Background: an optimization exercise with open tools, aiming at small area, a short achievable clock period and few clock cycles. Do not read the settings as production practice.
In this exercise RTL edits were held to simulation tests only and were not proved equivalent to the original.
Power is estimated from default activity; no workload was simulated.

the reference run:
==> flow/design.v (excerpt) <==
module milestone1 (
		input logic clock,
		input logic Resetn,
		input logic Enable,
		output	logic [17:0] SRAM_address,
		output 	logic [15:0] SRAM_write_data,
		output	logic SRAM_we_n,
		input		logic [15:0] SRAM_read_data,
		output   logic M1_end
);
localparam [1:0] S_IDLE = 2'd0, S_BLK = 2'd1, S_FRM = 2'd2, S_DONE = 2'd3;
logic [1:0] state;
logic [2:0] pos;         
logic [7:0] col;         
logic [15:0] m;          
logic [17:0] rgb_addr;
logic first;             
logic [7:0] up0, up1, up2, up3, up4, up5;
logic [7:0] vp0, vp1, vp2, vp3, vp4, vp5;
logic [7:0] st;
logic [7:0] ylo;         
logic [7:0] py;
logic [9:0] pu, pv;
logic lsel;              
logic fsel, fsel2;       
logic [7:0] b0reg;
logic [10:0] l_ha, l_hb, g_ha, g_hb;
logic l_lc, g_lc;
logic [9:0] f_ha, f_hb;
logic f_lc;
wire [7:0] in_hi = SRAM_read_data[15:8];
wire [7:0] in_lo = SRAM_read_data[7:0];
wire frm = (state == S_FRM);
wire tail = (col == 8'd160);
wire blk = (state == S_BLK);
wire [7:0] fa = fsel ? vp0 : up0;
wire [7:0] fb = fsel ? vp1 : up1;
wire [7:0] fc = fsel ? vp2 : up2;
wire [7:0] fd = fsel2 ? vp3 : up3;
wire [7:0] fe = fsel2 ? vp4 : up4;
wire [7:0] ff = fsel2 ? vp5 : up5;
wire [8:0] s1 = fa + ff;
wire [8:0] s2 = fb + fe;
wire [8:0] s3 = fc + fd;
wire ft_1;
wire ft_2;
assign ft_1 = s1[7] ^ s1[5];
assign ft_2 = s1[7] & s1[5];
wire ft_3;
wire ft_4;
  ...
Settings: LEC_CHECK=0, CAP_MARGIN=20, CORE_MARGIN=2, CORE_UTILIZATION=40, CTS_CLUSTER_DIAMETER=120, CTS_CLUSTER_SIZE=22, SLEW_MARGIN=20; clock period 20.0 ns.
standard.sh (not shown) runs the stock make flow with config.mk's settings and CLKGATE_MAP_FILE= SYNTH_SCRIPT=/design/flow/synth_recipe.tcl, a recipe that flattens the netlist after the stock synthesis.
==> flow/flow/run.sh <==
#!/bin/bash
# Standard layout, with the port buffers made from buf_2 cells instead of the
# default delay-buffer cells, and timing repair aiming at a 14.9 ns setup margin.
export BUFFER_PORTS_ARGS="-buffer_cell sky130_fd_sc_hd__buf_2"
export SETUP_SLACK_MARGIN=14.9
bash standard.sh > standard.log 2>&1
Testbench counts of the reference run, summed over its fixed seeds: cycles 775,708.
Changes in the trial run relative to the reference run:
--- a/flow/design.v
+++ b/flow/design.v
@@ -17,23 +17,22 @@
 logic [15:0] m;          
 logic [17:0] rgb_addr;
 logic first;             
 logic [7:0] up0, up1, up2, up3, up4, up5;
 logic [7:0] vp0, vp1, vp2, vp3, vp4, vp5;
 logic [7:0] st;
 logic [7:0] ylo;         
 logic [7:0] py;
 logic [9:0] pu, pv;
 logic lsel;              
 logic fsel, fsel2;       
-logic [7:0] b0reg;
 logic [10:0] l_ha, l_hb, g_ha, g_hb;
 logic l_lc, g_lc;
 logic [9:0] f_ha, f_hb;
 logic f_lc;
 wire [7:0] in_hi = SRAM_read_data[15:8];
 wire [7:0] in_lo = SRAM_read_data[7:0];
 wire frm = (state == S_FRM);
 wire tail = (col == 8'd160);
 wire blk = (state == S_BLK);
 wire [7:0] fa = fsel ? vp0 : up0;
 wire [7:0] fb = fsel ? vp1 : up1;
@@ -1195,24 +1194,23 @@
 	else if (pos == 3'd0 || pos == 3'd1) py <= ylo;
 	if (frm && pos == 3'd2) ylo <= in_lo;
 	lsel <= (pos == 3'd3) || (pos == 3'd0);
 	if (pos == 3'd3) begin
 		pu <= {2'b00, up3};
 		pv <= {2'b00, vp2};
 	end
 	if (pos == 3'd0) pv <= fout;    
 	if (pos == 3'd1) pu <= fout;    
 	fsel <= (pos == 3'd3);
 	fsel2 <= frm && (pos == 3'd3);
-	if (pos == 3'd1) b0reg <= lc;
-	SRAM_write_data[15:8] <= (pos == 3'd0) ? lc : (pos == 3'd2) ? b0reg : gc;
+	if (pos != 3'd2) SRAM_write_data[15:8] <= (pos == 3'd0 || pos == 3'd1) ? lc : gc;
 	SRAM_write_data[7:0] <= (pos == 3'd0) ? gc : lc;
 end
 logic u_sh, u_hi, u_lo, u_st, v_sh, v_hi, v_st, st_ld;
 logic nu_sh, nu_hi, nu_lo, nu_st, nv_sh, nv_hi, nv_st, nst_ld;
 always_comb begin
 	nu_sh = 1'b0; nu_hi = 1'b0; nu_lo = 1'b0; nu_st = 1'b0;
 	nv_sh = 1'b0; nv_hi = 1'b0; nv_st = 1'b0; nst_ld = 1'b0;
 	if (blk) begin
 		case (pos)
 			3'd0: nv_sh = 1'b1;                                                    
 			3'd1: begin nu_sh = 1'b1; nu_lo = 1'b1; nv_sh = 1'b1; nv_st = 1'b1; end    
@@ -1301,23 +1299,23 @@
 		default: n_pos = 3'd0;
 	endcase
 end
 always_ff @(posedge clock or negedge Resetn) begin
 	if (~Resetn) begin
 		state <= S_IDLE;
 		pos <= 3'd0;
 		M1_end <= 1'b0;
 	end else begin
 		state <= n_state;
 		pos <= n_pos;
-		if (frm && pos == 3'd4 && last) M1_end <= 1'b1;
+		M1_end <= (n_state == S_DONE);
 	end
 end
 always_ff @(posedge clock) SRAM_we_n <= ~n_wr;
 always_ff @(posedge clock) begin
 	if (state == S_IDLE) begin
 		m <= 16'd0;
 		col <= 8'd160;
 		first <= 1'b1;
 		rgb_addr <= 18'd146944;
 	end else begin
 		if (frm && pos == 3'd1 && !tail) m <= m + 16'd1;
Findings:
[compare] base=the reference run new=the trial run: sequential power share went up by 6.0 points; net count after synthesis went down by about 1.6%.
Number of logic inverters in the finished layout ends up lower on the trial run.
Measured against each other, the trial run and the reference run differ in starting density of the core, the higher figure coming from the reference run.
Non-clock buffer count came out exactly the same in the trial run and the reference run.
Clock edge transition at the registers on the reported setup and hold paths essentially unchanged between the reference run and the trial run.
As of the trial run, routed wire length had fallen by a few percent compared to the reference run.
Cell area after layout, the trial run and the reference run, lower one = the trial run.
Relative to the reference run, multi-input logic portion of the cell area has decreased by 0.15 points in the trial run.
From the reference run to the trial run the numbers moved as follows: global routing met2 resource utilization held steady; clock power grew by 8.2%; highest attainable clock frequency shrank by about 0.6%; total length of routed met3 wires shrank by about 21%.
Testbench counts of the trial run, summed over its fixed seeds: cycles 775,708.

separate check: timing with driven ports:
The flow's constraints put no driver on any port. The routed layouts listed below were extracted and timed again, unchanged, in two steps.
Step 1 (the two cells are an assumption about what drives the block):
set clk [get_ports {clock}]
set_driving_cell -lib_cell sky130_fd_sc_hd__clkbuf_16 $clk
set_driving_cell -lib_cell sky130_fd_sc_hd__buf_2 [delete_from_list [all_inputs] $clk]
Step 2, shift: input delay + t, output delay - t, t = (earliest + latest rising clock arrival at the registers) / 2. This alone moves slack from input paths to output paths.
a / b / c = no drivers / after step 1 / after step 2; a / b = the first two.
| run | shift t [ns] | setup WS [ns] | hold WS [ns] |
|---|---|---|---|
| the reference run | 0.572 | 14.958 / 14.901 / 14.897 | 0.449 / 0.449 / 0.449 |
| the trial run | 0.594 | 14.929 / 14.871 / 14.722 | 0.440 / 0.440 / 0.440 |
After both steps every run listed still meets setup and hold. For the trial run, which loses most, drivers alone change the setup slack by -0.058 ns; drivers and shift together by -0.207 ns.
